Source: an optimization exercise on an open RTL-to-GDS flow (aim: small area). Production flows keep margins and buffers that such runs may drop.
At most, simulation tests tie the RTL to the original design; equivalence was not proved.
The RTL of runs 3, 7 and 8 was laid out without a check of its function.
Power and IR drop assume default switching activity.

### flow/design.v
`default_nettype none
`timescale 1ns/1ps
module acorn_prng (
    input clk,
    input reset,
    input wire load,
    input wire [1:0] select,
    input wire [11:0] gpio_seed,
    input wire [11:0] LA1_seed,
    output reg [11:0] out,
    output [12:0] io_oeb,
    output wire reset_out
);
assign io_oeb = 13'b0;
assign reset_out = reset;
reg [11:0] seed;
reg [3:0]  counter;
reg        first;           
reg [11:0] ring [0:13];
wire c0   = (counter == 4'd0);
wire c15  = (counter == 4'd15);
wire step = ~(counter[3] & counter[2] & counter[1]);    
wire [11:0] opa = c0  ? seed : ring[0];
wire [11:0] opb = c15 ? out  : (first ? 12'd0 : ring[1]);
wire [11:0] sum = opa + opb;
integer i;
always @(posedge clk) begin
	if (!load && step) begin
		ring[0] <= sum;
		for (i = 1; i < 13; i = i + 1)
			ring[i] <= ring[i+1];
		ring[13] <= ring[0];
	end
end
always @(posedge clk) begin
	if (reset) begin
		counter <= 0;
		first   <= 1'b1;
		out     <= 0;
		seed    <= 0;
	end else if (load) begin
		case (select)
			2'b00: seed <= 12'h801;
			2'b01: seed <= gpio_seed;
			2'b10: seed <= LA1_seed;
			2'b11: seed <= 12'hfff;
		endcase
	end else begin
		counter <= counter + 1'b1;
		if (c15) begin
			out   <= sum;
			first <= 1'b0;
		end
	end
end
endmodule
### flow/run.sh
#!/bin/bash
# synth_recipe.tcl (not shown) runs the flow's synth.tcl, then flattens the netlist and writes it again
# the make line also repeats each setting of config.mk as NAME=value (left out here)
make -C /OpenROAD-flow-scripts/flow DESIGN_CONFIG=/design/flow/config.mk WORK_HOME=/design/flow/orfs CLKGATE_MAP_FILE= SYNTH_SCRIPT=/design/flow/synth_recipe.tcl finish
### flow/config.mk
export PLATFORM = sky130hd
export DESIGN_NAME = acorn_prng
export DESIGN_NICKNAME = acorn_prng
export VERILOG_FILES = /design/flow/design.v
export SDC_FILE = /design/flow/constraint.sdc
export NUM_CORES = 4
export LEC_CHECK = 0
export CAP_MARGIN = 20
export CORE_MARGIN = 2
export CORE_UTILIZATION = 40
export SLEW_MARGIN = 20
### flow/constraint.sdc
create_clock -name core_clock -period 5.0 [get_ports {clk}]
set_input_delay 1.0000 -clock core_clock [delete_from_list [all_inputs] [get_ports {clk}]]
set_output_delay 1.0000 -clock core_clock [all_outputs]
set_load 0.01 [all_outputs]
==> summary.md, run 1 <==
| Metric | Value |
|---|---|
| Status | finished clean |
| DPL Wire Length | roughly 7.7 mm |
| Cell variety after synth | 45 |
| Worst-skew pair later-pin latency | 0.43 ns |
| Io pins | 55 |
| Clock sinks | roughly 200 |
| Routability cong. | about 0.83 |
| Largest net degree at the start of global routing | 71 |
| First-pass GRT wire length | between 15 and 20 mm |
| Routed length per instance | 16.7 um |
| Share of cells above drive strength 1 | 0.105 |
| Final wirelength | about 12 mm |
| Worst slew margin | 0.349 |
| Vias per inst | 4.90 |
| Port bufs | 41 |
| Setup CP Type | flop to flop |
| Vias in the first global route | 3,654 |
| Peak VDD IR | between 0.3 and 0.4 mV |
| Setup TNS | 0 ns |
| Comb power frac | 0.048 |
| EDFF count, synth | approximately 170 |
| Core area | 0.0178 mm2 |
| Dpl cell area | 0.00786 mm2 |
| WHS | 0.421 ns |
| Critical Path AT | 3.49 ns |
| Sw frac | 0.224 |
| Number of fillers in the final layout | about 1,500 |
| Mean Syn Cell Area | 16.0 um2 |
| PD cells | ~410 mW/mm2 |
| Initial drt markers | 233 |
| Final Setup Violations | 0 |
| Die X | 138 um |
| Setup Skew | 0.0126 ns |
| Fmax | 316 MHz |
| Leak | a little over 3 nW |
| Sequential element share of the synthesized area | 0.779 |
| Synth Warn # | 2 |
| Mapped Cells | 452 |
| ANT nets after route | 0 |
| CTS root buf | clkbuf_16 |
| FF+latch area | approximately 0.0056 mm2 |
| Internal | ~2.7 mW |
| Clk pwr share | 0.394 |
| Util after Layout | 0.475 |
| Req. time, crit path | 5.33 ns |
| Resize count post-CTS | 0 |
| CTS Buffer Depth | 2 |
| Min cycle time layout | 3.17 ns |
| MaxCap Viol Count | 0 |
| Power Total | 3.46 mW |
| Final Hold Vio Count | 0 |
| Min-delay worst type | flop to flop |
| Num CTS Buffers | 17 |
| Area occupied by multi-input gates | 0.00145 mm2 |
| Starting Density | 0.405 |
| Overall Global Routing Usage | 0.135 |
| P_sw | ~0.77 mW |
| Setup bufs post-CTS | 0 |
| Final Cell Area | between 0.008 and 0.009 mm2 |
| Ant diodes | 0 |
| Slew Viols, Final | 0 |
| Drt drc | 0 |
| Vias | 3,628 |
| Clock transition at path regs | approximately 0.07 ns |
| GRT Residual Overflow | 0 |
| Critical Path Sink Type | flop |
| Die height | 138 um |
| Layout area overhead | 17.3% |
| Critical path fanouts, max | 12 |
| Initial antenna violation count | 0 |
| Total Die Area | 0.0191 mm2 |
| Final period util | 0.633 |
| Share of async-settable or async-resettable flops after synthesis | 0 |
| Post-synthesis cell area | 0.00722 mm2 |
| Htree depth | 4 |
| Rows | 49 |
| Seq pwr share | 0.558 |
| Cts-stage hold buffer count | 0 |
| RSZ-0062 raised after global routing | no |
| CTS tree | yes |
| Final Net Count | around 540 |
| Most common flop cell mapped by yosys | edfxtp_1 |
| FF+latch count, synth | 197 |
| Worst-Margin Slew | 0.976 ns |
| Crit start category | flop |
| Drt first pass iters | 4 |
[per-layer routing]
metal | global-route usage | share of wire | up-vias | routed length [um]
met2 | 0.205 | 0.46 | 68 | 5740
met1 | 0.186 | 0.48 | 1795 | 5920
li1 | - | - | 1751 | -
met4 | 0.0548 | 0.016 | 0 | 197
met5 | 0 | 0 | - | 0
met3 | 0.0374 | 0.041 | 14 | 509
[metrics by stage]
step,cells,setup slack (ns)
floorplan,464,0.498
global placement,709,1.67
detailed placement,709,1.62
CTS,741,1.84
global route,741,1.56
finish,741,1.83
[final timing paths]
kind | from | to | slack, ns | cells after the start
hold reg to reg | ring[4][10] | ring[3][10] | 0.42 | 0
setup reg to reg | counter[1] | out[10] | 1.83 | 12
hold / removal | ring[4][10] | ring[3][10] | 0.42 | 0
setup / recovery | counter[1] | out[10] | 1.83 | 12
[power by group through the flow]
stage               clock network [mW]  logic (mW)  registers [mW]
floorplan                            0       0.120            1.95
global placement                     0       0.162            1.97
detailed placement                   0       0.166            1.97
CTS                               1.41       0.166            1.93
global route                      1.47       0.184            1.94
finish                            1.36       0.165            1.93
[synth_stat cells (all sizes together), types with 3 or more instances]
master	instances	share of area
xor2	6	0.0073
a21oi	32	0.022
buf	20	0.019
nand2	36	0.019
nand3	3	0.0028
ha	13	0.023
inv	7	0.0036
nand3b	11	0.011
nor2	31	0.016
nor3b	5	0.0059
a21o	6	0.0062
xnor2	8	0.0097
a211oi	4	0.0042
clkbuf	11	0.0057
edfxtp	168	0.70
and3	5	0.0043
mux2	11	0.017
dfxtp	29	0.080
nor3	11	0.0076
o21ai	6	0.0042
mux2i	3	0.0042
[final cells by class]
type,instances,area share
Inverter,7,0.00310
Timing Repair Buffer,47,0.0553
Clock inverter,15,0.0216
Sequential cell,197,0.664
Clock buffer,17,0.0502
Tap cell,229,0.0338
Multi-Input combinational cell,229,0.172
[cells by family (layout without fill, tap and decap cells)]
| logic type | Yosys count | in the layout | synth area share |
|---|---|---|---|
| compound gates | 61 | 61 | 0.0520 |
| xor+xnor | 14 | 14 | 0.0170 |
| fa+ha+maj | 14 | 14 | 0.0253 |
| buf+inv | 38 | 86 | 0.0279 |
| flops | 197 | 197 | 0.779 |
| mux | 14 | 14 | 0.0213 |
| other cells | 1 | 13 | 0.000519 |
| simple gates | 113 | 113 | 0.0768 |
[worst max-delay path: stages, from the launching register on]
cell,delay (ns)
dfxtp_1,0.37
inv_1,0.08
ha_1,0.13
nor3b_2,0.14
buf_4,0.25
mux2_2,0.36
ha_1,0.24
fa_1,0.42
a211oi_1,0.25
o21bai_1,0.21
a211oi_1,0.30
xnor2_1,0.14
a21o_1,0.16
[flip-flops by register name (all words and copies together) (netlist names)]
signal and flops:
counter 4, first 1, out 12, ring 168, seed 12
[cells in the final DEF, fill, tap and decap left out, types with 3 or more instances in the layout]
cell type,Yosys,layout
inv_6,0,6
clkbuf_16,0,17
nand3b_1,11,11
dfxtp_1,29,29
xor2_1,6,6
mux2i_1,3,3
nor2_1,31,31
clkinv_8,0,3
mux2_2,11,11
a21o_1,6,6
ha_1,13,13
nor3_1,11,11
a21oi_1,32,32
nand2_1,36,36
inv_1,7,7
a211oi_1,4,4
buf_4,14,5
o21ai_0,5,5
and3_1,5,5
xnor2_1,8,8
clkdlybuf4s50_1,0,41
edfxtp_1,168,168
conb_1,1,13
nor3b_1,4,4
==> inputs of run 2 (changes only) <==
--- a/flow/config.mk
+++ b/flow/config.mk
@@ -5,7 +5,9 @@
 export SDC_FILE = /design/flow/constraint.sdc
 export NUM_CORES = 4
 export LEC_CHECK = 0
+export ABC_AREA = 1
 export CAP_MARGIN = 20
 export CORE_MARGIN = 2
-export CORE_UTILIZATION = 40
+export CORE_UTILIZATION = 60
+export CTS_BUF_LIST = sky130_fd_sc_hd__clkbuf_4 sky130_fd_sc_hd__clkbuf_8
 export SLEW_MARGIN = 20
==> summary.md, run 2 <==
| Metric | Value |
|---|---|
| Setup bufs post-CTS | 0 (unchanged) |
| DPL Wire Length | 7.60 mm (-0.88%) |
| Vias in the first global route | 3,705 (+1.4%) |
| Share of async-settable or async-resettable flops after synthesis | 0 (unchanged) |
| Hold Path Stages | 0 (unchanged) |
| Hold endpoint | ring[5][1] |
| Drt first pass iters | 4 (unchanged) |
| Sequential element share of the synthesized area | 0.751 (-0.0280) |
| Routability cong. | 0.933 (+12%) |
| Fmax | 294 MHz (-6.8%) |
| Max incr delay on CP | 0.75 ns (+0.33 ns) |
| Crit start category | input port |
| Vias per inst | 5.21 (+6.4%) |
| Worst-Margin Slew | 0.647 ns (-0.329 ns) |
| Adder-cell share of the synthesized area | 0.0244 (-0.000909) |
| Dominant cell type by area after synthesis | edfxtp_1 |
| HP Start | ring[6][1] |
| First-pass GRT wire length | 18.7 mm (-5.2%) |
| Worst reg-to-reg setup slack | 2.16 ns (+0.33 ns) |
| Die height | 116 um (-16%) |
| Setup TNS | 0 ns (unchanged) |
| Drt drc | 0 (unchanged) |
| Io pins | 55 (unchanged) |
| Final Setup Violations | 0 (unchanged) |
| Post-route setup slack | 1.60 ns (-0.231 ns) |
| Post-Layout Cell Count | 763 (+3.0%) |
| Status | finished clean |
| Worst r2r path cells | 13 (+1) |
| Overall Global Routing Usage | 0.192 (+0.0568) |
| Cts-stage hold buffer count | 0 (unchanged) |
| Worst-skew pair later-pin latency | 0.47 ns (+0.04 ns) |
| Mean Syn Cell Area | 14.0 um2 (-12%) |
| Post-synthesis cell area | 0.00749 mm2 (+3.7%) |
| Setup CP Type | input port to primary output |
| R2R Path Start | counter[1] |
| Clock transition at path regs | 0.09 ns (+0.02 ns) |
| Terminus of the critical flop-to-flop path | out[6] |
| Peak VDD IR | 0.213 mV (-31%) |
| Slowest CP cell | clkdlybuf4s50_1 |
| Layout area overhead | 12.9% |
| Yosys top cell area share | 0.674 (-0.0251) |
| Top cells by count, synth | edfxtp_1 (168), nand2_1 (73), inv_1 (49) |
| EDFF count, synth | 168 (unchanged) |
| Share of cells above drive strength 1 | 0.108 (+0.00209) |
| # placed instances | 731 (+3.1%) |
| GRT Residual Overflow | 0 (unchanged) |
| Final period util | 0.679 (+0.0462) |
| Critical path fanouts, max | 11 (-1) |
| Synth Warn # | 2 (unchanged) |
| Largest Register | ring |
| Min cycle time layout | 3.40 ns (+0.231 ns) |
| Largest register FFs | 168 (unchanged) |
| Most common flop cell mapped by yosys | edfxtp_1 |
| Port bufs | 41 (unchanged) |
| Compound-gate portion of the synthesized area | 0.0543 (+0.00231) |
| Rows | 40 (-18%) |
| Slew Viols, Final | 0 (unchanged) |
| Mapped Cells | 535 (+18%) |
| FF+latch count, synth | 197 (unchanged) |
| Top cell by count, worst path | clkdlybuf4s50_1 |
| Critical Path Sink Type | primary output |
| Clock sinks | 197 (unchanged) |
| RSZ-0062 raised after global routing | no |
| Most common cell in the synthesized netlist | edfxtp_1 |
| Total Die Area | 0.0134 mm2 (-30%) |
| Largest regs | ring x168, out x12, seed x12 |
| Worst slew margin | 0.569 (+0.219) |
| Worst-path cell chain | clkdlybuf4s50_1, clkdlybuf4s50_1 |
| Final Hold Vio Count | 0 (unchanged) |
| Number of fillers in the final layout | 868 (-43%) |
| Commonest non-fill, non-tap cells in the layout | edfxtp_1 (168), nand2_1 (73), inv_1 (48) |
| Vias | 3,974 (+9.5%) |
| Pre-CTS setup slack | 1.47 ns (-0.149 ns) |
| Num CTS Buffers | 17 (unchanged) |
| Power Total | 3.24 mW (-6.4%) |
| Req. time, crit path | 4.00 ns (-1.33 ns) |
| Ant diodes | 0 (unchanged) |
| Util after Layout | 0.698 (+0.223) |
| Most common cell after layout, fill and taps aside | edfxtp_1 |
| Xor/xnor share of the synthesized area | 0.00585 (-0.0111) |
| Leak | 3.22 nW (+4.2%) |
| Routed length per instance | 15.4 um (-7.8%) |
| Resize count post-CTS | 0 (unchanged) |
| Buffer and inverter count on the worst path | 2 (unchanged) |
| PD cells | 383 mW/mm2 (-6.3%) |
| CTS tree | yes |
| Core area | 0.0121 mm2 (-32%) |
| Synth Area in Simple Gates | 0.0906 (+0.0138) |
| Starting Density | 0.618 (+0.214) |
| Htree depth | 4 (unchanged) |
| Critical Path AT | 2.40 ns (-1.09 ns) |
| Cell variety after synth | 35 (-22%) |
| Mux contribution to synthesized area | 0.0216 (+0.000237) |
| Final wirelength | 11.7 mm (-5.1%) |
| Dpl cell area | 0.00800 mm2 (+1.8%) |
| Synth area leaders | edfxtp_1 (67%), dfxtp_1 (7.8%), nand2_1 (3.7%) |
| Largest net degree at the start of global routing | 56 (-21%) |
| Main combinational cell family by area after synthesis | simple AND/OR/NAND/NOR gates |
| Final Cell Area | 0.00845 mm2 (-0.18%) |
| Setup Skew | 0.00807 ns (-0.00449 ns) |
| CTS Buffer Depth | 2 (unchanged) |
| ANT nets after route | 0 (unchanged) |
| Final Net Count | 625 (+15%) |
| WHS | 0.419 ns (-0.00196 ns) |
| Die X | 116 um (-16%) |
| Initial drt markers | 422 (+81%) |
| CTS root buf | clkbuf_8 |
| MaxCap Viol Count | 0 (unchanged) |
| Crit path depth | 2 (-10) |
| Min-delay worst type | flop to flop |
| CP delay by family, top | buffers and inverters |
| Initial antenna violation count | 0 (unchanged) |
==> run 2: cell count changes after synthesis, sizes merged, moves of 8 or more <==
cell / before / now
inv: 7 / 51
nand2: 36 / 80
nand3: 3 / 40
o21ai: 6 / 43
a21oi: 32 / 18
nor3: 11 / 0
nand3b: 11 / 1
a31oi: 2 / 10
==> run 2: layout make-up <==
| type | count | area (um2) | share of cell area |
|---|---|---|---|
| clock buffer | 19 | 249 | 0.0295 |
| clock inverter | 13 | 203 | 0.0240 |
| inverter | 51 | 195 | 0.0231 |
| multi-input combinational | 269 | 1520 | 0.180 |
| sequential | 197 | 5630 | 0.666 |
| tap | 168 | 210 | 0.0249 |
| timing repair buffer | 46 | 448 | 0.0530 |
==> run 2: cell families (layout without fill, tap and decap cells) <==
family / after synthesis / after routing
flops: 197 / 197
simple gates: 151 / 151
buf+inv: 81 / 129
compound gates: 75 / 75
fa+ha+maj: 14 / 14
mux: 11 / 11
xor+xnor: 5 / 5
other cells: 1 / 13
==> run 2: routing by layer <==
layer	routed length [um]	GRT usage	vias up
li1	-	-	1964
met1	5900	0.283	1912
met2	5090	0.270	86
met3	566	0.0617	12
met4	179	0.0738	0
met5	0	0	-
==> run 2: power breakdown <==
part	internal, mW	switching [mW]	leakage (nW)	total [mW]
clock	0.605	0.520	0.226	1.13
sequential	1.90	0.0366	1.89	1.93
combinational	0.0748	0.106	1.11	0.181
total	2.58	0.663	3.22	3.24
==> run 2: how the worst max path moves through the flow <==
stage	startpoint	endpoint	slack, ns
after detailed placement	load	ring[1][9]	1.47
after CTS	reset	reset_out	1.58
after global routing	reset	reset_out	1.53
after global placement	load	ring[2][9]	1.54
after floorplan	load	ring[0][0]	0.67
final	reset	reset_out	1.60
==> inputs of run 3 (changes only) <==
--- a/flow/design.v
+++ b/flow/design.v
@@ -16,11 +16,12 @@
 reg [11:0] seed;
 reg [3:0]  counter;
 reg        first;           
+reg        seed_zero;       
 reg [11:0] ring [0:13];
 wire c0   = (counter == 4'd0);
 wire c15  = (counter == 4'd15);
 wire step = ~(counter[3] & counter[2] & counter[1]);    
-wire [11:0] opa = c0  ? seed : ring[0];
+wire [11:0] opa = c0  ? (seed_zero ? 12'd0 : seed) : ring[0];
 wire [11:0] opb = c15 ? out  : (first ? 12'd0 : ring[1]);
 wire [11:0] sum = opa + opb;
 integer i;
@@ -33,18 +34,23 @@
 	end
 end
 always @(posedge clk) begin
-	if (reset) begin
-		counter <= 0;
-		first   <= 1'b1;
-		out     <= 0;
-		seed    <= 0;
-	end else if (load) begin
+	if (load) begin
 		case (select)
 			2'b00: seed <= 12'h801;
 			2'b01: seed <= gpio_seed;
 			2'b10: seed <= LA1_seed;
 			2'b11: seed <= 12'hfff;
 		endcase
+	end
+end
+always @(posedge clk) begin
+	if (reset) begin
+		counter <= 0;
+		first   <= 1'b1;
+		out     <= 0;
+		seed_zero <= 1'b1;
+	end else if (load) begin
+		seed_zero <= 1'b0;
 	end else begin
 		counter <= counter + 1'b1;
 		if (c15) begin
==> flow/config.mk (replaced) <==
export PLATFORM = sky130hd
export DESIGN_NAME = acorn_prng
export DESIGN_NICKNAME = acorn_prng
export VERILOG_FILES = /design/flow/design.v
export SDC_FILE = /design/flow/constraint.sdc
export NUM_CORES = 4
export LEC_CHECK = 0
export CAP_MARGIN = 20
export CORE_MARGIN = 2
export CORE_UTILIZATION = 40
export SLEW_MARGIN = 20
==> summary.md, run 3 <==
| Metric | Value |
|---|---|
| Cts-stage hold buffer count | 0 (unchanged) |
| Worst r2r path cells | 10 (-3) |
| CTS tree | yes |
| Post-Layout Cell Count | 738 (-3.3%) |
| Min cycle time layout | 3.75 ns (+0.349 ns) |
| Final Hold Vio Count | 0 (unchanged) |
| Dpl cell area | 0.00790 mm2 (-1.3%) |
| FF+latch count, synth | 198 (+0.51%) |
| Rows | 49 (+23%) |
| Routability cong. | 0.856 (-8.2%) |
| Largest net degree at the start of global routing | 123 (+120%) |
| Req. time, crit path | 4.00 ns (about the same) |
| Mean Syn Cell Area | 16.1 um2 (+15%) |
| Met2 WL | 5.11 mm (+0.43%) |
| Port bufs | 41 (unchanged) |
| Worst-path cell chain | clkdlybuf4s50_1, clkdlybuf4s50_1 |
| Synth area leaders | edfxtp_1 (74%), dfxtp_1 (4.9%), nand2_1 (2.3%) |
| MaxCap Viol Count | 0 (unchanged) |
| Die X | 139 um (+20%) |
| Highest metal used | met4 |
| Final period util | 0.749 (+0.0698) |
| Cell variety after synth | 43 (+23%) |
| Most common flop cell mapped by yosys | edfxtp_1 |
| Final Cell Area | 0.00849 mm2 (+0.41%) |
| Slew Viols, Final | 0 (unchanged) |
| Top cells by count, synth | edfxtp_1 (180), nand2_1 (45), nor2_1 (31) |
| DPL Wire Length | 7.05 mm (-7.2%) |
| Worst-skew pair later-pin latency | 0.43 ns (-0.04 ns) |
| Worst reg-to-reg setup slack | 1.55 ns (-0.61 ns) |
| Critical Path AT | 2.75 ns (+0.35 ns) |
| Clock sinks | 198 (+0.51%) |
| Num CTS Buffers | 17 (unchanged) |
| Pre-CTS setup slack | 1.28 ns (-0.195 ns) |
| Critical path fanouts, max | 22 (+11) |
| Min-delay worst type | flop to flop |
| EDFF count, synth | 180 (+7.1%) |
| Crit start category | input port |
| Dominant cell type by area after synthesis | edfxtp_1 |
| Leak | 3.06 nW (-4.9%) |
| Largest register FFs | 168 (unchanged) |
| Terminus of the critical flop-to-flop path | ring[0][11] |
| Share of cells above drive strength 1 | 0.0727 (-0.0349) |
| Drt drc | 0 (unchanged) |
| Setup CP Type | input port to primary output |
| Max incr delay on CP | 1.06 ns (+0.31 ns) |
| Share of async-settable or async-resettable flops after synthesis | 0 (unchanged) |
| Most common cell in the synthesized netlist | edfxtp_1 |
| Vias per inst | 4.96 (-4.8%) |
| Resize count post-CTS | 0 (unchanged) |
| Synth Warn # | 2 (unchanged) |
| Setup bufs post-CTS | 0 (unchanged) |
| Initial antenna violation count | 0 (unchanged) |
| Crit path depth | 2 (unchanged) |
| Peak VDD IR | 0.237 mV (+11%) |
| Drt first pass iters | 5 (+1) |
| Htree depth | 4 (unchanged) |
| HP Start | ring[4][11] |
| R2R Path Start | counter[1] |
| Met3 routed WL | 657 um (+16%) |
| # placed instances | 707 (-3.3%) |
| Ant diodes | 0 (unchanged) |
| CP delay by family, top | buffers and inverters |
| Die height | 139 um (+20%) |
| Overall Global Routing Usage | 0.125 (-0.0670) |
| CTS Buffer Depth | 2 (unchanged) |
| Final wirelength | 11.5 mm (-1.9%) |
| Vias in the first global route | 3,579 (-3.4%) |
| Most common cell after layout, fill and taps aside | edfxtp_1 |
| Starting Density | 0.407 (-0.212) |
| Total Die Area | 0.0193 mm2 (+44%) |
| Critical Path Start | reset |
| CTS root buf | clkbuf_16 |
| Setup Skew | 0.00793 ns (-0.000134 ns) |
| First-pass GRT wire length | 18.5 mm (-1.0%) |
| Hold Path Stages | 0 (unchanged) |
| Mapped Cells | 452 (-16%) |
| Power Total | 3.46 mW (+7.0%) |
| Hold endpoint | ring[3][11] |
| Setup TNS | 0 ns (unchanged) |
| Util after Layout | 0.474 (-0.224) |
| Worst slew margin | 0.400 (-0.169) |
| Initial drt markers | 308 (-27%) |
| Final Net Count | 540 (-14%) |
| Core area | 0.0179 mm2 (+48%) |
| Post-route setup slack | 1.25 ns (-0.349 ns) |
| Critical Path Sink Type | primary output |
| Layout area overhead | 16.6% |
| Post-synthesis cell area | 0.00728 mm2 (-2.8%) |
| Sequential element share of the synthesized area | 0.792 (+0.0407) |
| PD cells | 408 mW/mm2 (+6.5%) |
| Clock transition at path regs | 0.07 ns (-0.02 ns) |
| ANT nets after route | 0 (unchanged) |
| Yosys top cell area share | 0.742 (+0.0687) |
| Io pins | 55 (unchanged) |
| Worst-Margin Slew | 0.897 ns (+0.250 ns) |
| Buffer and inverter count on the worst path | 2 (unchanged) |
| RSZ-0062 raised after global routing | no |
| WHS | 0.420 ns (+0.000764 ns) |
| M1 wire length | 5.51 mm (-6.6%) |
| Commonest non-fill, non-tap cells in the layout | edfxtp_1 (180), nand2_1 (45), clkdlybuf4s50_1 (41) |
| Status | finished clean |
| Fmax | 267 MHz (-9.3%) |
| Top cell by count, worst path | clkdlybuf4s50_1 |
| Largest Register | ring |
| Routed length per instance | 15.6 um (+1.4%) |
| Slowest CP cell | clkdlybuf4s50_1 |
| Largest regs | ring x168, out x12, seed x12 |
| Vias | 3,660 (-7.9%) |
| Final Setup Violations | 0 (unchanged) |
| GRT Residual Overflow | 0 (unchanged) |
[run 3: final cells by class]
type,instances,area (um2)
Inverter,7,26.3
Fill cell,1515,9420
Multi-Input combinational cell,229,1380
Clock inverter,14,163
Clock buffer,17,425
Tap cell,229,287
Sequential cell,198,5770
Timing Repair Buffer,44,445
[run 3: kinds of logic after synthesis]
| group | Yosys count | synth area share |
|---|---|---|
| other cells | 1 | 0.000515 |
| compound gates | 61 | 0.0510 |
| flops | 198 | 0.792 |
| xor+xnor | 14 | 0.0168 |
| simple gates | 124 | 0.0830 |
| mux | 3 | 0.00412 |
| fa+ha+maj | 14 | 0.0251 |
| buf+inv | 37 | 0.0275 |
[run 3: layer usage]
| layer | vias to the layer above | global-route usage |
|---|---|---|
| met5 | - | 0 |
| met1 | 1802 | 0.175 |
| met4 | 0 | 0.0500 |
| met3 | 18 | 0.0414 |
| li1 | 1731 | - |
| met2 | 109 | 0.182 |
[run 3: how the worst max path moves through the flow]
stage                       to  slack [ns]
floorplan           ring[0][0]        0.68
global placement     reset_out        1.30
detailed placement   reset_out        1.28
CTS                  reset_out        1.27
global route         reset_out        1.23
finish               reset_out        1.25
[run 3: where the power goes]
part | internal, mW | switching [mW] | total, mW
clock network | 0.748 | 0.597 | 1.35
logic | 0.0590 | 0.0975 | 0.156
registers | 1.93 | 0.0358 | 1.96
==> inputs of run 4 (changes only) <==
--- a/flow/design.v
+++ b/flow/design.v
@@ -16,12 +16,11 @@
 reg [11:0] seed;
 reg [3:0]  counter;
 reg        first;           
-reg        seed_zero;       
 reg [11:0] ring [0:13];
 wire c0   = (counter == 4'd0);
 wire c15  = (counter == 4'd15);
 wire step = ~(counter[3] & counter[2] & counter[1]);    
-wire [11:0] opa = c0  ? (seed_zero ? 12'd0 : seed) : ring[0];
+wire [11:0] opa = c0  ? seed : ring[0];
 wire [11:0] opb = c15 ? out  : (first ? 12'd0 : ring[1]);
 wire [11:0] sum = opa + opb;
 integer i;
@@ -34,23 +33,18 @@
 	end
 end
 always @(posedge clk) begin
-	if (load) begin
+	if (reset) begin
+		counter <= 0;
+		first   <= 1'b1;
+		out     <= 0;
+		seed    <= 0;
+	end else if (load) begin
 		case (select)
 			2'b00: seed <= 12'h801;
 			2'b01: seed <= gpio_seed;
 			2'b10: seed <= LA1_seed;
 			2'b11: seed <= 12'hfff;
 		endcase
-	end
-end
-always @(posedge clk) begin
-	if (reset) begin
-		counter <= 0;
-		first   <= 1'b1;
-		out     <= 0;
-		seed_zero <= 1'b1;
-	end else if (load) begin
-		seed_zero <= 1'b0;
 	end else begin
 		counter <= counter + 1'b1;
 		if (c15) begin
==> flow/flow/run.sh (new file) <==
#!/bin/bash
set -euo pipefail
export BUFFER_PORTS_ARGS="-buffer_cell sky130_fd_sc_hd__buf_1"
export CTS_ARGS="-sink_clustering_enable -repair_clock_nets -dont_use_dummy_load -buf_list sky130_fd_sc_hd__clkbuf_8"
bash standard.sh > standard.log 2>&1
==> flow/standard.sh (new file) <==
#!/bin/bash
# synth_recipe.tcl (not shown) runs the flow's synth.tcl, then flattens the netlist and writes it again
# the make line also repeats each setting of config.mk as NAME=value (left out here)
make -C /OpenROAD-flow-scripts/flow DESIGN_CONFIG=/design/flow/config.mk WORK_HOME=/design/flow/orfs CLKGATE_MAP_FILE= SYNTH_SCRIPT=/design/flow/synth_recipe.tcl "${@:-finish}"
removed: flow/run.sh
==> summary.md, run 4 <==
| Metric | Value |
|---|---|
| Mean Syn Cell Area | 16.0 um2 (-0.84%) |
| Num CTS Buffers | 17 (unchanged) |
| CTS root buf | clkbuf_8 |
| Status | finished clean |
| Number of fillers in the final layout | 1,578 (+4.2%) |
| Power Total | 2.83 mW (-18%) |
| Final Net Count | 539 (-0.19%) |
| CTS Buffer Depth | 2 (unchanged) |
| Clock transition at path regs | 0.09 ns (+0.02 ns) |
| Routability cong. | 0.834 (-2.7%) |
| Min-delay worst type | flop to flop |
| Largest Register | ring |
| Ant diodes | 0 (unchanged) |
| Mapped Cells | 452 (unchanged) |
| Critical path fanouts, max | 12 (-45%) |
| Htree depth | 4 (unchanged) |
| Setup TNS | 0 ns (unchanged) |
| RSZ-0062 raised after global routing | no |
| Resize count post-CTS | 0 (unchanged) |
| Sequential element share of the synthesized area | 0.779 (-0.0127) |
| Req. time, crit path | 5.17 ns (+1.17 ns) |
| Crit start category | flop |
| Largest register FFs | 168 (unchanged) |
| Rows | 49 (unchanged) |
| Die height | 138 um (-0.41%) |
| Vias per inst | 4.99 (+0.68%) |
| Vias in the first global route | 3,664 (+2.4%) |
| Largest regs | ring x168, out x12, seed x12 |
| CTS tree | yes |
| Most common cell in the synthesized netlist | edfxtp_1 |
| Io pins | 55 (unchanged) |
| Die X | 138 um (-0.41%) |
| Port bufs | 41 (unchanged) |
| Worst-Margin Slew | 0.929 ns (+0.0311 ns) |
| Synth area leaders | edfxtp_1 (70%), dfxtp_1 (8.0%), ha_1 (2.3%) |
| Most common cell after layout, fill and taps aside | edfxtp_1 |
| PD cells | 363 mW/mm2 (-11%) |
| Critical Path AT | 3.31 ns (+0.56 ns) |
| Layout area overhead | 8.23% |
| Overall Global Routing Usage | 0.134 (+0.00923) |
| Yosys top cell area share | 0.699 (-0.0436) |
| Starting Density | 0.405 (-0.00204) |
| Most common flop cell mapped by yosys | edfxtp_1 |
| Drt drc | 0 (unchanged) |
| Cts-stage hold buffer count | 0 (unchanged) |
| Largest net degree at the start of global routing | 169 (+37%) |
| EDFF count, synth | 168 (-6.7%) |
| Final period util | 0.627 (-0.122) |
| Setup CP Type | flop to flop |
| FF+latch count, synth | 197 (-0.51%) |
| First-pass GRT wire length | 19.6 mm (+5.9%) |
| ANT nets after route | 0 (unchanged) |
| Total Die Area | 0.0191 mm2 (-0.82%) |
| Final Hold Vio Count | 0 (unchanged) |
| Min cycle time layout | 3.14 ns (-0.608 ns) |
| Fmax | 319 MHz (+19%) |
| Leak | 2.80 nW (-8.6%) |
| Commonest non-fill, non-tap cells in the layout | edfxtp_1 (168), buf_1 (41), nand2_1 (36) |
| Final Setup Violations | 0 (unchanged) |
| GRT Residual Overflow | 0 (unchanged) |
| Post-synthesis cell area | 0.00722 mm2 (-0.84%) |
| Drt first pass iters | 4 (-1) |
| MaxCap Viol Count | 0 (unchanged) |
| Top cells by count, synth | edfxtp_1 (168), nand2_1 (36), a21oi_1 (32) |
| Share of cells above drive strength 1 | 0.0749 (+0.00221) |
| Cell variety after synth | 45 (+4.7%) |
| Setup bufs post-CTS | 0 (unchanged) |
| Critical Path Sink Type | flop |
| Worst-skew pair later-pin latency | 0.45 ns (+0.02 ns) |
| Initial drt markers | 241 (-22%) |
| Synth Warn # | 2 (unchanged) |
| Worst reg-to-reg setup slack | 1.86 ns (+0.31 ns) |
| Routed length per instance | 17.0 um (+8.7%) |
| Final wirelength | 12.3 mm (+6.5%) |
| Slew Viols, Final | 0 (unchanged) |
| Vias | 3,610 (-1.4%) |
| Clock sinks | 197 (-0.51%) |
| Worst slew margin | 0.381 (-0.0189) |
| Initial antenna violation count | 0 (unchanged) |
| Share of async-settable or async-resettable flops after synthesis | 0 (unchanged) |
| DPL Wire Length | 7.80 mm (+11%) |
| Peak VDD IR | 0.180 mV (-24%) |
| Dominant cell type by area after synthesis | edfxtp_1 |
| Core area | 0.0178 mm2 (-0.34%) |
| Setup Skew | 0.0315 ns (+0.0236 ns) |
## run 4: cell types whose count changed after synthesis, moves of 9 or more
cell | before | now
a21oi_1 | 20 | 32
o21ai_0 | 17 | 5
nand2_1 | 45 | 36
nor3_1 | 1 | 11
nand2b_1 | 13 | 2
dfxtp_1 | 18 | 29
mux2_2 | 0 | 11
edfxtp_1 | 180 | 168
## run 4: worst paths after layout
check / from / end / depth (start not counted)
setup reg to reg: counter[1] / ring[0][11] / 11
setup / recovery: counter[1] / ring[0][11] / 11
hold reg to reg: ring[10][7] / ring[9][7] / 0
hold / removal: ring[10][7] / ring[9][7] / 0
## run 4: worst max-delay path: stages (launching register included)
cell and delay (ns):
dfxtp_1 0.44, inv_1 0.07, ha_1 0.17, nor3b_2 0.15, buf_4 0.20, mux2_2 0.29, ha_1 0.36, o21ai_1 0.07
o21ai_0 0.51, nand4_1 0.21, and3_1 0.24, xor2_1 0.16
## run 4: logic make-up (layout without fill, tap and decap cells)
logic type	after synthesis	in the layout	synth area share
buffers and inverters	38	68	0.0279
muxes	14	14	0.0213
adders and majority gates	14	14	0.0253
xor gates and xnor gates	14	14	0.0170
DFF	197	197	0.779
AOI/OAI and AO/OA	61	61	0.0520
and+or+nand+nor	113	113	0.0768
other	1	13	0.000519
## run 4: final cells by class
class / instances / area (um2) / share of cell area
Sequential cell: 197 / 5630 / 0.720
Multi-Input combinational cell: 229 / 1450 / 0.186
Tap cell: 229 / 287 / 0.0367
Clock buffer: 17 / 234 / 0.0299
Timing Repair Buffer: 44 / 189 / 0.0242
Inverter: 7 / 26.3 / 0.00336
## run 4: layer usage
metal / up-vias / wire [um] / track usage
met5: - / 0 / 0
met4: 0 / 301 / 0.0628
met3: 21 / 523 / 0.0371
met2: 76 / 5610 / 0.202
met1: 1788 / 5830 / 0.183
li1: 1725 / - / -
## run 4: metrics by stage
stage / hold WS [ns] / area, um2 / util / std cells / setup WS, ns
6_report: 0.402 / 7810 / 0.438 / 723 / 1.86
5_1_grt: 0.416 / 7810 / 0.438 / 723 / 1.60
4_1_cts: 0.403 / 7810 / 0.438 / 723 / 1.88
3_5_place_dp: 0.405 / 7580 / 0.425 / 706 / 1.94
3_3_place_gp: 0.400 / 7580 / 0.425 / 706 / 1.98
2_1_floorplan: 0.400 / 7280 / - / 464 / 0.498
## run 4: report_power, final
part / leakage (nW) / switching [mW] / internal, mW
sequential: 1.89 / 0.0383 / 1.90
clock: 0.122 / 0.449 / 0.301
combinational: 0.786 / 0.0948 / 0.0542
total: 2.80 / 0.582 / 2.25
==> inputs of run 5 (changes only) <==
==> flow/flow/run.sh (replaced) <==
#!/bin/bash
set -euo pipefail
export BUFFER_PORTS_ARGS="-buffer_cell sky130_fd_sc_hd__buf_1"
export CTS_ARGS="-sink_clustering_enable -repair_clock_nets -dont_use_dummy_load -sink_clustering_size 50 -sink_clustering_max_diameter 150 -buf_list sky130_fd_sc_hd__clkbuf_16"
bash standard.sh > standard.log 2>&1
==> summary.md, run 5 <==
| Metric | Value |
|---|---|
| Status | finished clean |
| Die height | 138 um (unchanged) |
| Critical Path Sink Type | flop |
| Comb power frac | 0.047 (-0.006) |
| P_sw | 0.634 mW (+9.0%) |
| Number of fillers in the final layout | 1,565 (-0.82%) |
| Setup CP Type | flop to flop |
| Worst-Margin Slew | 0.965 ns (+0.0369 ns) |
| Max incr delay on CP | 0.52 ns (about the same) |
| Largest register FFs | 168 (unchanged) |
| Worst r2r path cells | 11 (unchanged) |
| Mean Syn Cell Area | 16.0 um2 (unchanged) |
| Cts-stage hold buffer count | 0 (unchanged) |
| Die X | 138 um (unchanged) |
| Drt drc | 0 (unchanged) |
| Top cells by count, synth | edfxtp_1 (168), nand2_1 (36), a21oi_1 (32) |
| Mapped Cells | 452 (unchanged) |
| Commonest non-fill, non-tap cells in the layout | edfxtp_1 (168), buf_1 (41), nand2_1 (36) |
| Io pins | 55 (unchanged) |
| Synth area leaders | edfxtp_1 (70%), dfxtp_1 (8.0%), ha_1 (2.3%) |
| Routed length per instance | 17.1 um (+1.1%) |
| Clock transition at path regs | 0.06 ns (-0.03 ns) |
| FF+latch count, synth | 197 (unchanged) |
| PD cells | 397 mW/mm2 (+9.5%) |
| Worst-skew pair later-pin latency | 0.43 ns (-0.02 ns) |
| Final Hold Vio Count | 0 (unchanged) |
| Buffer and inverter count on the worst path | 2 (unchanged) |
| Dominant cell type by area after synthesis | edfxtp_1 |
| Routability cong. | 0.834 (unchanged) |
| Crit start category | flop |
| Largest net degree at the start of global routing | 169 (unchanged) |
| Sequential element share of the synthesized area | 0.779 (unchanged) |
| Most common cell after layout, fill and taps aside | edfxtp_1 |
| Crit path depth | 11 (unchanged) |
| Util after Layout | 0.449 (+0.0107) |
| Clk pwr share | 0.344 (+0.079) |
| Worst-path cell chain | inv_1, ha_1, nor3b_2, buf_4, mux2_2, ha_1, o21ai_1, o21ai_0, nand4_1, and3_1, xor2_1 |
| Rows | 49 (unchanged) |
| Worst slew margin | 0.356 (-0.0246) |
| Port bufs | 41 (unchanged) |
| Min cycle time layout | 3.14 ns (+0.00699 ns) |
| Peak VDD IR | 0.325 mV (+80%) |
| Most common flop cell mapped by yosys | edfxtp_1 |
| Fmax | 318 MHz (-0.22%) |
| Post-synthesis cell area | 0.00722 mm2 (unchanged) |
| Final period util | 0.629 (+0.00140) |
| Clock sinks | 197 (unchanged) |
| Overall Global Routing Usage | 0.136 (+0.00135) |
| First-pass GRT wire length | 19.7 mm (+0.46%) |
| Resize count post-CTS | 0 (unchanged) |
| Setup TNS | 0 ns (unchanged) |
| CP delay by family, top | compound AO/OA/AOI/OAI gates |
| Final Net Count | 539 (unchanged) |
| Critical path fanouts, max | 12 (unchanged) |
| RSZ-0062 raised after global routing | no |
| GRT Residual Overflow | 0 (unchanged) |
| Setup Skew | 0.0213 ns (-0.0102 ns) |
| Internal | 2.54 mW (+13%) |
| Setup bufs post-CTS | 0 (unchanged) |
| Vias | 3,623 (+0.36%) |
| CTS root buf | clkbuf_16 |
| EDFF count, synth | 168 (unchanged) |
| Leak | 2.89 nW (+3.1%) |
| Min-delay worst type | flop to flop |
| Req. time, crit path | 5.15 ns (-0.02 ns) |
| Seq pwr share | 0.610 (-0.073) |
| Initial drt markers | 269 (+12%) |
| Num CTS Buffers | 17 (unchanged) |
| Total Die Area | 0.0191 mm2 (unchanged) |
| Yosys top cell area share | 0.699 (unchanged) |
| Share of async-settable or async-resettable flops after synthesis | 0 (unchanged) |
| Critical Path AT | 3.30 ns (about the same) |
| Initial antenna violation count | 0 (unchanged) |
| Most common cell in the synthesized netlist | edfxtp_1 |
| Slew Viols, Final | 0 (unchanged) |
| Ant diodes | 0 (unchanged) |
| Share of cells above drive strength 1 | 0.0749 (unchanged) |
| Largest Register | ring |
| Layout area overhead | 10.9% |
| Largest regs | ring x168, out x12, seed x12 |
| Hold Path Stages | 0 (unchanged) |
| Vias per inst | 5.01 (+0.36%) |
| Core area | 0.0178 mm2 (unchanged) |
| Synth Warn # | 2 (unchanged) |
| Vias in the first global route | 3,667 (+0.082%) |
| Drt first pass iters | 4 (unchanged) |
| CTS Buffer Depth | 2 (unchanged) |
| MaxCap Viol Count | 0 (unchanged) |
| Starting Density | 0.405 (unchanged) |
| Sw frac | 0.200 (-0.00585) |
| Htree depth | 4 (unchanged) |
| Top cell by count, worst path | ha_1 |
| Slowest CP cell | o21ai_0 |
| Cell variety after synth | 45 (unchanged) |
| Final Setup Violations | 0 (unchanged) |
| DPL Wire Length | 7.80 mm (unchanged) |
| ANT nets after route | 0 (unchanged) |
| Final wirelength | 12.4 mm (+1.1%) |
| CTS tree | yes |
-- run 5: changes by cell type in the layout (fill, tap and decap cells not counted) --
cell       delta
clkbuf_8     -17
clkbuf_16    +17
-- run 5: final timing paths --
| check | from | endpoint | slack, ns |
|---|---|---|---|
| hold / removal | ring[10][7] | ring[9][7] | 0.41 |
| hold reg to reg | ring[10][7] | ring[9][7] | 0.41 |
| setup / recovery | counter[1] | ring[0][11] | 1.86 |
| setup reg to reg | counter[1] | ring[0][11] | 1.86 |
-- run 5: per-layer routing --
layer	GRT usage	part of all wire
met5	0	0
met4	0.0709	0.031
met3	0.0371	0.040
met2	0.202	0.46
met1	0.183	0.47
-- run 5: cells by family after synthesis --
group	synth area share
flops	0.779
other cells	0.000519
compound gates	0.0520
xor+xnor	0.0170
buf+inv	0.0279
fa+ha+maj	0.0253
simple gates	0.0768
mux	0.0213
-- run 5: layout make-up --
| type | instances | area (um2) | area share |
|---|---|---|---|
| flip-flops and latches | 197 | 5630 | 0.703 |
| multi-input cells | 229 | 1450 | 0.181 |
| clock buffers | 17 | 425 | 0.0531 |
| well taps | 229 | 287 | 0.0358 |
| repair buffers | 44 | 189 | 0.0236 |
| inverters | 7 | 26.3 | 0.00328 |
-- run 5: power groups by stage --
stage	clock (mW)	sequential (mW)	combinational, mW
final	1.09	1.94	0.149
after global routing	1.19	1.95	0.168
after CTS	1.12	1.94	0.151
after detailed placement	0	1.97	0.151
after global placement	0	1.97	0.145
after floorplan	0	1.95	0.120
-- run 5: metrics by stage --
stage / total power, mW / hold slack (ns) / worst slack (ns) / instances / area, um2
4_1_cts: 3.21 / 0.406 / 1.90 / 723 / 8010
3_5_place_dp: 2.12 / 0.405 / 1.94 / 706 / 7580
3_3_place_gp: 2.11 / 0.400 / 1.98 / 706 / 7580
5_1_grt: 3.30 / 0.421 / 1.61 / 723 / 8010
6_report: 3.18 / 0.408 / 1.86 / 723 / 8010
2_1_floorplan: 2.07 / 0.400 / 0.498 / 464 / 7280
==> inputs of run 6 (changes only) <==
==> flow/flow/run.sh (replaced) <==
#!/bin/bash
set -euo pipefail
export BUFFER_PORTS_ARGS="-buffer_cell sky130_fd_sc_hd__buf_1"
export CTS_ARGS="-sink_clustering_enable -repair_clock_nets -dont_use_dummy_load -sink_clustering_size 30 -sink_clustering_max_diameter 100 -buf_list sky130_fd_sc_hd__clkbuf_8"
bash standard.sh > standard.log 2>&1
==> summary.md, run 6 <==
| Metric | Value |
|---|---|
| Synth Warn # | 2 (unchanged) |
| Rows | 49 (unchanged) |
| Routability cong. | 0.834 (unchanged) |
| Largest regs | ring x168, out x12, seed x12 |
| Drt drc | 0 (unchanged) |
| Die height | 138 um (unchanged) |
| Req. time, crit path | 5.17 ns (+0.02 ns) |
| Sw frac | 0.205 (+0.00585) |
| Routed length per instance | 17.0 um (-1.1%) |
| Largest net degree at the start of global routing | 169 (unchanged) |
| Port bufs | 41 (unchanged) |
| Most common cell after layout, fill and taps aside | edfxtp_1 |
| CTS Buffer Depth | 2 (unchanged) |
| Met1 global-route usage | 0.183 (-0.000232) |
| Worst reg-to-reg setup slack | 1.86 ns (about the same) |
| Total Die Area | 0.0191 mm2 (unchanged) |
| Htree depth | 4 (unchanged) |
| Final Net Count | 539 (unchanged) |
| Most common cell in the synthesized netlist | edfxtp_1 |
| Layout area overhead | 8.23% |
| Post-synthesis cell area | 0.00722 mm2 (unchanged) |
| Comb power frac | 0.053 (+0.006) |
| Max incr delay on CP | 0.51 ns (about the same) |
| First-pass GRT wire length | 19.6 mm (-0.46%) |
| Initial drt markers | 241 (-10%) |
| Num CTS Buffers | 17 (unchanged) |
| Internal | 2.25 mW (-11%) |
| MaxCap Viol Count | 0 (unchanged) |
| R2R Path Start | counter[1] |
| CP endpoint | ring[0][11] |
| Resize count post-CTS | 0 (unchanged) |
| Leak | 2.80 nW (-3.0%) |
| Ant diodes | 0 (unchanged) |
| Worst-path cell chain | inv_1, ha_1, nor3b_2, buf_4, mux2_2, ha_1, o21ai_1, o21ai_0, nand4_1, and3_1, xor2_1 |
| Share of async-settable or async-resettable flops after synthesis | 0 (unchanged) |
| Mapped Cells | 452 (unchanged) |
| Met3 Use GR | 0.0371 (unchanged) |
| Synth area leaders | edfxtp_1 (70%), dfxtp_1 (8.0%), ha_1 (2.3%) |
| Mean Syn Cell Area | 16.0 um2 (unchanged) |
| EDFF count, synth | 168 (unchanged) |
| CTS tree | yes |
| Yosys top cell area share | 0.699 (unchanged) |
| Commonest non-fill, non-tap cells in the layout | edfxtp_1 (168), buf_1 (41), nand2_1 (36) |
| Most common flop cell mapped by yosys | edfxtp_1 |
| Slowest CP cell | o21ai_0 |
| Largest Register | ring |
| Vias | 3,610 (-0.36%) |
| Critical path fanouts, max | 12 (unchanged) |
| Peak VDD IR | 0.180 mV (-45%) |
| P_sw | 0.582 mW (-8.2%) |
| Setup Skew | 0.0315 ns (+0.0102 ns) |
| Overall Global Routing Usage | 0.134 (-0.00135) |
| Critical Path Sink Type | flop |
| Worst r2r path cells | 11 (unchanged) |
| Worst slew margin | 0.381 (+0.0246) |
| PD cells | 363 mW/mm2 (-8.7%) |
| Vias in the first global route | 3,664 (-0.082%) |
| Clock sinks | 197 (unchanged) |
| Final Setup Violations | 0 (unchanged) |
| Cell variety after synth | 45 (unchanged) |
| Vias per inst | 4.99 (-0.36%) |
| Clock transition at path regs | 0.09 ns (+0.03 ns) |
| FF+latch count, synth | 197 (unchanged) |
| Slew Viols, Final | 0 (unchanged) |
| Worst-skew pair later-pin latency | 0.45 ns (+0.02 ns) |
| Dominant cell type by area after synthesis | edfxtp_1 |
| Initial antenna violation count | 0 (unchanged) |
| Die X | 138 um (unchanged) |
| Starting Density | 0.405 (unchanged) |
| Core area | 0.0178 mm2 (unchanged) |
| Largest register FFs | 168 (unchanged) |
| Top cell by count, worst path | ha_1 |
| Crit start category | flop |
| Status | finished clean |
| Min cycle time layout | 3.14 ns (-0.00699 ns) |
| Critical Path AT | 3.31 ns (about the same) |
| Final period util | 0.627 (-0.00140) |
| Fmax | 319 MHz (+0.22%) |
| RSZ-0062 raised after global routing | no |
| Io pins | 55 (unchanged) |
| Sequential element share of the synthesized area | 0.779 (unchanged) |
| CTS root buf | clkbuf_8 |
| DPL Wire Length | 7.80 mm (unchanged) |
| Critical Path Start | counter[1] |
| Setup CP Type | flop to flop |
| Global Route met2 Usage | 0.202 (-0.000521) |
| GRT busiest layer | met2 |
| Drt first pass iters | 4 (unchanged) |
| Setup TNS | 0 ns (unchanged) |
| Top cells by count, synth | edfxtp_1 (168), nand2_1 (36), a21oi_1 (32) |
| Worst-Margin Slew | 0.929 ns (-0.0369 ns) |
| Clk pwr share | 0.265 (-0.079) |
| ANT nets after route | 0 (unchanged) |
| Seq pwr share | 0.683 (+0.073) |
| Final wirelength | 12.3 mm (-1.1%) |
| GRT Residual Overflow | 0 (unchanged) |
| Share of cells above drive strength 1 | 0.0749 (unchanged) |
| Final Hold Vio Count | 0 (unchanged) |
| Cts-stage hold buffer count | 0 (unchanged) |
| Terminus of the critical flop-to-flop path | ring[0][11] |
| Setup bufs post-CTS | 0 (unchanged) |
| Power Total | 2.83 mW (-11%) |
| Min-delay worst type | flop to flop |
==> run 6: changes by cell type in the layout (fill, tap and decap cells not counted) <==
cell	delta
clkbuf_16	-17
clkbuf_8	+17
==> run 6: power groups by stage <==
stage	clock, mW	sequential [mW]	combinational (mW)
final	0.750	1.93	0.149
after global routing	0.845	1.94	0.168
after CTS	0.790	1.94	0.151
after detailed placement	0	1.97	0.151
after global placement	0	1.97	0.145
after floorplan	0	1.95	0.120
==> run 6: final cells by class <==
class	instances	area, um2
Clock buffer	17	234
Inverter	7	26.3
Fill cell	1578	10000
Tap cell	229	287
Multi-Input combinational cell	229	1450
Sequential cell	197	5630
Timing Repair Buffer	44	189
==> run 6: cells by family (layout without fill, tap and decap cells) <==
group / count (synthesis) / in the layout / share of synthesized area
DFF: 197 / 197 / 0.779
and+or+nand+nor: 113 / 113 / 0.0768
AOI/OAI and AO/OA: 61 / 61 / 0.0520
buffers and inverters: 38 / 68 / 0.0279
adders and majority gates: 14 / 14 / 0.0253
xor gates and xnor gates: 14 / 14 / 0.0170
muxes: 14 / 14 / 0.0213
other: 1 / 13 / 0.000519
==> run 6: critical path: cells and delay by family, from the launching register on <==
family	cells	cell delay, ns
simple gates	3	0.60
compound gates	2	0.58
buf+inv	2	0.27
fa+ha+maj	2	0.53
flops	1	0.44
mux	1	0.29
xor+xnor	1	0.16
==> run 6: how the worst min path moves through the flow <==
stage / start / end / slack, ns / cells after the start
floorplan: ring[11][0] / ring[10][0] / 0.40 / 0
global placement: ring[3][11] / ring[2][11] / 0.40 / 0
detailed placement: ring[11][0] / ring[10][0] / 0.40 / 0
CTS: ring[10][7] / ring[9][7] / 0.40 / 0
global route: ring[10][7] / ring[9][7] / 0.42 / 0
finish: ring[10][7] / ring[9][7] / 0.40 / 0
==> run 6: per-stage QoR <==
stage	instance area (um2)	instances	util	worst slack (ns)	hold slack, ns
2_1_floorplan	7280	464	-	0.498	0.400
3_3_place_gp	7580	706	0.425	1.98	0.400
3_5_place_dp	7580	706	0.425	1.94	0.405
4_1_cts	7810	723	0.438	1.88	0.403
5_1_grt	7810	723	0.438	1.60	0.416
6_report	7810	723	0.438	1.86	0.402
==> run 6: metal layers <==
metal | share of wire | up-vias
met5 | 0 | -
met4 | 0.025 | 0
li1 | - | 1725
met3 | 0.043 | 21
met1 | 0.48 | 1788
met2 | 0.46 | 76
==> inputs of run 7 (changes only) <==
--- a/flow/design.v
+++ b/flow/design.v
@@ -22,7 +22,16 @@
 wire step = ~(counter[3] & counter[2] & counter[1]);    
 wire [11:0] opa = c0  ? seed : ring[0];
 wire [11:0] opb = c15 ? out  : (first ? 12'd0 : ring[1]);
-wire [11:0] sum = opa + opb;
+wire [12:0] cy;
+wire [11:0] sum;
+assign cy[0] = 1'b0;
+genvar g;
+generate
+	for (g = 0; g < 12; g = g + 1) begin : add
+		assign sum[g]  = opa[g] ^ opb[g] ^ cy[g];
+		assign cy[g+1] = (opa[g] & opb[g]) | (cy[g] & (opa[g] ^ opb[g]));
+	end
+endgenerate
 integer i;
 always @(posedge clk) begin
 	if (!load && step) begin
==> flow/flow/run.sh (replaced) <==
#!/bin/bash
set -euo pipefail
export BUFFER_PORTS_ARGS="-buffer_cell sky130_fd_sc_hd__buf_1"
export CTS_ARGS="-repair_clock_nets -dont_use_dummy_load -buf_list sky130_fd_sc_hd__clkbuf_8"
bash standard.sh > standard.log 2>&1
==> summary.md, run 7 <==
| Metric | Value |
|---|---|
| Status | finished clean |
| Mean Syn Cell Area | 17.5 um2 (+9.3%) |
| Total Die Area | 0.0186 mm2 (-2.7%) |
| Largest register FFs | 168 (unchanged) |
| Post-synthesis cell area | 0.00702 mm2 (-2.8%) |
| Main combinational cell family by area after synthesis | simple AND/OR/NAND/NOR gates |
| Mapped Cells | 402 (-11%) |
| Ant diodes | 0 (unchanged) |
| Rows | 48 (-2.0%) |
| Largest net degree at the start of global routing | 126 (-25%) |
| Cts-stage hold buffer count | 0 (unchanged) |
| R2R Path Start | counter[0] |
| MaxCap Viol Count | 0 (unchanged) |
| Drt drc | 0 (unchanged) |
| RSZ-0062 raised after global routing | yes |
| Worst-skew pair later-pin latency | 0.44 ns (about the same) |
| Setup Skew | 0.0224 ns (-0.00908 ns) |
| Post-Layout Cell Count | 682 (-5.7%) |
| Share of cells above drive strength 1 | 0.147 (+0.0717) |
| Io pins | 55 (unchanged) |
| CTS Buffer Depth | 2 (unchanged) |
| Top cells by count, synth | edfxtp_1 (168), a21oi_1 (34), nor2_1 (32) |
| Highest metal used | met4 |
| Routability cong. | 0.780 (-6.4%) |
| Final Setup Violations | 0 (unchanged) |
| # placed instances | 659 (-6.7%) |
| Drt first pass iters | 4 (unchanged) |
| Post-route setup slack | 0.0836 ns (-1.78 ns) |
| Vias | 3,243 (-10%) |
| Final Hold Vio Count | 0 (unchanged) |
| Vias in the first global route | 3,144 (-14%) |
| Min cycle time layout | 4.92 ns (+1.78 ns) |
| Die X | 136 um (-1.4%) |
| Initial antenna violation count | 0 (unchanged) |
| Xor/xnor share of the synthesized area | 0.00499 (-0.0120) |
| Adder-cell share of the synthesized area | 0.0339 (+0.00858) |
| Largest Register | ring |
| Share of async-settable or async-resettable flops after synthesis | 0 (unchanged) |
| Leak | 2.65 nW (-5.4%) |
| Pre-CTS setup slack | -0.109 ns (-2.05 ns) |
| Synth Area in Simple Gates | 0.0581 (-0.0186) |
| Htree depth | 4 (unchanged) |
| EDFF count, synth | 168 (unchanged) |
| Clock sinks | 197 (unchanged) |
| Final period util | 0.983 (+0.356) |
| Largest regs | ring x168, out x12, seed x12 |
| CTS tree | yes |
| FF+latch area | 0.00563 mm2 (+0.13%) |
| Die height | 136 um (-1.4%) |
| Cell variety after synth | 39 (-13%) |
| Critical path fanouts, max | 4 (-8) |
| Met3 routed WL | 613 um (+17%) |
| Final Net Count | 501 (-7.1%) |
| Most common flop cell mapped by yosys | edfxtp_1 |
| Most common cell in the synthesized netlist | edfxtp_1 |
| PD cells | 363 mW/mm2 (+0.23%) |
| Overall Global Routing Usage | 0.123 (-0.0112) |
| Synth area leaders | edfxtp_1 (72%), dfxtp_1 (8.3%), fa_1 (2.9%) |
| Req. time, crit path | 5.19 ns (+0.02 ns) |
| CTS root buf | clkbuf_8 |
| Power Total | 2.83 mW (-0.26%) |
| Initial drt markers | 179 (-26%) |
| Slew Viols, Final | 0 (unchanged) |
| Setup TNS | 0 ns (unchanged) |
| Met2 WL | 4.84 mm (-14%) |
| Synth Warn # | 2 (unchanged) |
| Min-delay worst type | flop to flop |
| Critical Path Start | counter[0] |
| Most common cell after layout, fill and taps aside | edfxtp_1 |
| ANT nets after route | 0 (unchanged) |
| DPL Wire Length | 6.72 mm (-14%) |
| Worst slew margin | 0.486 (+0.105) |
| Sequential element share of the synthesized area | 0.802 (+0.0227) |
| Peak VDD IR | 0.186 mV (+2.9%) |
| Clock transition at path regs | 0.08 ns (about the same) |
| Core area | 0.0172 mm2 (-3.4%) |
| Number of fillers in the final layout | 1,496 (-5.2%) |
| Routed length per instance | 15.8 um (-6.7%) |
| Layout area overhead | 10.8% |
| Starting Density | 0.407 (+0.00236) |
| Mux contribution to synthesized area | 0.0178 (-0.00348) |
| Critical Path AT | 5.11 ns (+1.80 ns) |
| Critical Path Sink Type | flop |
| GRT Residual Overflow | 0 (unchanged) |
| Commonest non-fill, non-tap cells in the layout | edfxtp_1 (168), buf_1 (41), a21oi_1 (34) |
| Area occupied by multi-input gates | 0.00130 mm2 (-10%) |
| Port bufs | 41 (unchanged) |
| HP Start | ring[12][5] |
| M1 wire length | 5.21 mm (-11%) |
| Crit start category | flop |
| Vias per inst | 4.76 (-4.8%) |
| Fmax | 203 MHz (-36%) |
| Compound-gate portion of the synthesized area | 0.0489 (-0.00313) |
| Num CTS Buffers | 17 (unchanged) |
| Dominant cell type by area after synthesis | edfxtp_1 |
| Util after Layout | 0.451 (+0.0132) |
| First-pass GRT wire length | 16.8 mm (-14%) |
| Worst-Margin Slew | 0.772 ns (-0.157 ns) |
| Yosys top cell area share | 0.719 (+0.0203) |
| Final wirelength | 10.8 mm (-12%) |
| Setup CP Type | flop to flop |
| FF+latch count, synth | 197 (unchanged) |
run 7: report_power, final:
| part | switching (mW) | internal (mW) |
|---|---|---|
| clock network | 0.439 | 0.301 |
| registers | 0.0397 | 1.90 |
| logic | 0.0916 | 0.0591 |
run 7: critical path, cell delays in order, from the launching register on:
cell and delay, ns:
dfxtp_4 0.39, inv_4 0.04, ha_4 0.14, nor3b_4 0.15, buf_4 0.13, mux2_2 0.23
fa_2 0.21, fa_2 0.19, fa_2 0.19, inv_2 0.03, fa_2 0.33, fa_2 0.35
fa_2 0.35, fa_2 0.34, fa_2 0.35, fa_2 0.34, fa_2 0.38, nand2b_4 0.15
a21boi_2 0.17, nor2_1 0.07, xnor2_1 0.13
run 7: worst paths after layout:
check                 to  slack, ns  cells past startpoint
max          ring[0][11]       0.08                     20
min reg2reg  ring[11][5]       0.40                      0
max reg2reg  ring[0][11]       0.08                     20
min          ring[11][5]       0.40                      0
run 7: cells by family after synthesis:
family,Yosys count
DFF,197
and+or+nand+nor,81
AOI/OAI and AO/OA,53
buffers and inverters,41
adders and majority gates,13
muxes,12
xor gates and xnor gates,4
other,1
run 7: what timing repair did:
| action | CTS | global route |
|---|---|---|
| buffers inserted | 2 | 4 |
| gates cloned | 0 | 0 |
| resized for setup | 6 | 20 |
| pin swaps | 1 | 0 |
| endpoints found under the setup margin | 2 | 2 |
run 7: layout make-up:
class | instances | share of cell area
clock buffers | 17 | 0.0301
inverters | 11 | 0.00595
multi-input cells | 176 | 0.167
flip-flops and latches | 197 | 0.724
well taps | 225 | 0.0362
repair buffers | 56 | 0.0359
run 7: through the flow:
step	area, um2	hold WS [ns]
floorplan	7100	0.400
global placement	7410	0.404
detailed placement	7410	0.405
CTS	7670	0.399
global route	7780	0.401
finish	7780	0.400
run 7: layer usage:
layer / vias up / track usage
li1: 1544 / -
met1: 1617 / 0.175
met2: 73 / 0.179
met3: 9 / 0.0414
met4: 0 / 0.0417
met5: - / 0
==> inputs of run 8 (changes only) <==
==> flow/flow/run.sh (replaced) <==
#!/bin/bash
set -euo pipefail
export BUFFER_PORTS_ARGS="-buffer_cell sky130_fd_sc_hd__buf_1"
export CTS_ARGS="-sink_clustering_enable -repair_clock_nets -dont_use_dummy_load -sink_buffer_max_cap_derate 1.0 -buf_list sky130_fd_sc_hd__clkbuf_8"
bash standard.sh > standard.log 2>&1
==> summary.md, run 8 <==
| Metric | Value |
|---|---|
| Leak | 2.65 nW (unchanged) |
| Worst-Margin Slew | 0.772 ns (unchanged) |
| Most common cell after layout, fill and taps aside | edfxtp_1 |
| Total Die Area | 0.0186 mm2 (unchanged) |
| WHS | 0.400 ns (unchanged) |
| Critical path fanouts, max | 4 (unchanged) |
| DPL Wire Length | 6.72 mm (unchanged) |
| Share of cells above drive strength 1 | 0.147 (unchanged) |
| Fmax | 203 MHz (unchanged) |
| RSZ-0062 raised after global routing | yes |
| Worst-skew pair later-pin latency | 0.44 ns (about the same) |
| Final Hold Vio Count | 0 (unchanged) |
| Routed length per instance | 15.8 um (unchanged) |
| Slowest CP cell | dfxtp_4 |
| CTS root buf | clkbuf_8 |
| Dominant cell type by area after synthesis | edfxtp_1 |
| First-pass GRT wire length | 16.8 mm (unchanged) |
| Initial antenna violation count | 0 (unchanged) |
| Initial drt markers | 179 (unchanged) |
| CTS Buffer Depth | 2 (unchanged) |
| Cell variety after synth | 39 (unchanged) |
| Yosys top cell area share | 0.719 (unchanged) |
| Vias per inst | 4.76 (unchanged) |
| Largest register FFs | 168 (unchanged) |
| Commonest non-fill, non-tap cells in the layout | edfxtp_1 (168), buf_1 (41), a21oi_1 (34) |
| GRT Residual Overflow | 0 (unchanged) |
| Ant diodes | 0 (unchanged) |
| Sequential element share of the synthesized area | 0.802 (unchanged) |
| Starting Density | 0.407 (unchanged) |
| Post-route setup slack | 0.0836 ns (unchanged) |
| Mean Syn Cell Area | 17.5 um2 (unchanged) |
| Req. time, crit path | 5.19 ns (about the same) |
| Min cycle time layout | 4.92 ns (unchanged) |
| Xor/xnor share of the synthesized area | 0.00499 (unchanged) |
| Final period util | 0.983 (unchanged) |
| Clock sinks | 197 (unchanged) |
| Setup CP Type | flop to flop |
| Top cells by count, synth | edfxtp_1 (168), a21oi_1 (34), nor2_1 (32) |
| Share of async-settable or async-resettable flops after synthesis | 0 (unchanged) |
| Mux contribution to synthesized area | 0.0178 (unchanged) |
| Most common flop cell mapped by yosys | edfxtp_1 |
| Slew Viols, Final | 0 (unchanged) |
| Htree depth | 4 (unchanged) |
| Final Setup Violations | 0 (unchanged) |
| PD cells | 363 mW/mm2 (unchanged) |
| Most common cell in the synthesized netlist | edfxtp_1 |
| Overall Global Routing Usage | 0.123 (unchanged) |
| Largest net degree at the start of global routing | 126 (unchanged) |
| Port bufs | 41 (unchanged) |
| Vias | 3,243 (unchanged) |
| Routability cong. | 0.780 (unchanged) |
| Synth area leaders | edfxtp_1 (72%), dfxtp_1 (8.3%), fa_1 (2.9%) |
| Min-delay worst type | flop to flop |
| Worst-path cell chain | inv_4, ha_4, nor3b_4, buf_4, mux2_2, fa_2, fa_2, fa_2, inv_2, fa_2, fa_2, fa_2, fa_2, fa_2, fa_2, fa_2, nand2b_4, a21boi_2, nor2_1, xnor2_1 |
| Post-synthesis cell area | 0.00702 mm2 (unchanged) |
| Synth Warn # | 2 (unchanged) |
| ANT nets after route | 0 (unchanged) |
| Power Total | 2.83 mW (unchanged) |
| Rows | 48 (unchanged) |
| Peak VDD IR | 0.186 mV (unchanged) |
| Top cell by count, worst path | fa_2 |
| Setup Skew | 0.0224 ns (unchanged) |
| Synth Area in Simple Gates | 0.0581 (unchanged) |
| EDFF count, synth | 168 (unchanged) |
| Largest regs | ring x168, out x12, seed x12 |
| Vias in the first global route | 3,144 (unchanged) |
| Compound-gate portion of the synthesized area | 0.0489 (unchanged) |
| Die X | 136 um (unchanged) |
| CP delay by family, top | adder cells |
| Buffer and inverter count on the worst path | 3 (unchanged) |
| Critical Path AT | 5.11 ns (about the same) |
| Layout area overhead | 10.8% (unchanged) |
| Adder-cell share of the synthesized area | 0.0339 (unchanged) |
| Worst slew margin | 0.486 (unchanged) |
| MaxCap Viol Count | 0 (unchanged) |
| Status | finished clean |
| Drt drc | 0 (unchanged) |
| Final wirelength | 10.8 mm (unchanged) |
| Main combinational cell family by area after synthesis | simple AND/OR/NAND/NOR gates |
| CTS tree | yes |
| Largest Register | ring |
| Num CTS Buffers | 17 (unchanged) |
| Io pins | 55 (unchanged) |
| FF+latch count, synth | 197 (unchanged) |
| Mapped Cells | 402 (unchanged) |
| Cts-stage hold buffer count | 0 (unchanged) |
| Core area | 0.0172 mm2 (unchanged) |
| Pre-CTS setup slack | -0.109 ns (unchanged) |
| Drt first pass iters | 4 (unchanged) |
| Max incr delay on CP | 0.39 ns (about the same) |
| Critical Path Sink Type | flop |
| Clock transition at path regs | 0.08 ns (about the same) |
| Crit start category | flop |
| Die height | 136 um (unchanged) |
| Final Net Count | 501 (unchanged) |
[run 8: logic make-up after synthesis]
kind of cell / count (synthesis)
flops: 197
simple gates: 81
compound gates: 53
buf+inv: 41
fa+ha+maj: 13
mux: 12
xor+xnor: 4
other cells: 1
[run 8: metrics by stage]
step / setup TNS [ns] / std cells / util / cell area, um2
after floorplan: 0 / 414 / - / 7100
after global placement: 0 / 659 / 0.430 / 7410
final: 0 / 682 / 0.451 / 7780
after global routing: -0.199 / 682 / 0.451 / 7780
after CTS: -0.00881 / 678 / 0.445 / 7670
after detailed placement: -0.155 / 659 / 0.430 / 7410
[run 8: metal layers]
metal / global-route usage / vias to the layer above / wire [um] / part of all wire
li1: - / 1544 / - / -
met1: 0.175 / 1617 / 5210 / 0.48
met2: 0.179 / 73 / 4840 / 0.45
met3: 0.0414 / 9 / 613 / 0.057
met4: 0.0417 / 0 / 130 / 0.012
met5: 0 / - / 0 / 0
[run 8: cell type report]
cell class,instances,area (um2)
Timing Repair Buffer,56,279
Clock buffer,17,234
Inverter,11,46.3
Tap cell,225,282
Sequential cell,197,5630
Fill cell,1496,9460
Multi-Input combinational cell,176,1300
[run 8: path summary, 6_finish.rpt]
path	slack [ns]	cells after the start	from	endpoint
max	0.08	20	counter[0]	ring[0][11]
min reg2reg	0.40	0	ring[12][5]	ring[11][5]
max reg2reg	0.08	20	counter[0]	ring[0][11]
min	0.40	0	ring[12][5]	ring[11][5]
[run 8: what timing repair did]
item / in CTS / in global routing
pin swaps: 1 / 0
setup buffers: 2 / 4
setup endpoints to repair: 2 / 2
resized for setup: 6 / 20
[run 8: worst reg2reg max path, delay by kind of cell, from the launching register on]
| family | cells | cell delay [ns] |
|---|---|---|
| multiplexers | 1 | 0.23 |
| adder cells (fa/ha/maj) | 11 | 3.18 |
| buffers and inverters | 3 | 0.21 |
| AO/OA/AOI/OAI | 1 | 0.17 |
| XOR/XNOR | 1 | 0.13 |
| AND/OR/NAND/NOR | 3 | 0.38 |
| flip-flops | 1 | 0.39 |
[run 8: report_power, final]
| part | internal [mW] | switching (mW) | total [mW] |
|---|---|---|---|
| sequential | 1.90 | 0.0397 | 1.94 |
| combinational | 0.0591 | 0.0916 | 0.151 |
| clock | 0.301 | 0.439 | 0.740 |

[afterwards: timing with drivers on the ports]
In the flow no input, the clock included, has a driving cell. The finished layouts below were timed again as built, in two steps. Step 1 sets driving cells, clkbuf_16 on the clock port and buf_2 on the other inputs (assumed; they add their load-dependent delay and slew). Step 2, shift: input delay + t, output delay - t, t = (earliest + latest rising clock arrival at the registers) / 2. This alone moves slack from input paths to output paths. Slacks: ideal / step 1 / step 2; pairs: ideal / step 1.
| run | t, ns | slack for setup (ns) |
|---|---|---|
| run 1 | 0.469 | 1.834 / 1.834 / 1.699 |
| run 2 | 0.503 | 1.603 / 1.572 / 1.514 |
| run 3 | 0.464 | 1.255 / 1.227 / 1.227 |
| run 4 | 0.471 | 1.863 / 1.863 / 1.863 |
| run 5 | 0.459 | 1.856 / 1.856 / 1.856 |
| run 6 | 0.471 | 1.863 / 1.863 / 1.863 |
| run 7 | 0.470 | 0.084 / 0.084 / 0.084 |
| run 8 | 0.470 | 0.084 / 0.084 / 0.084 |
After both steps every run listed still meets setup and hold.
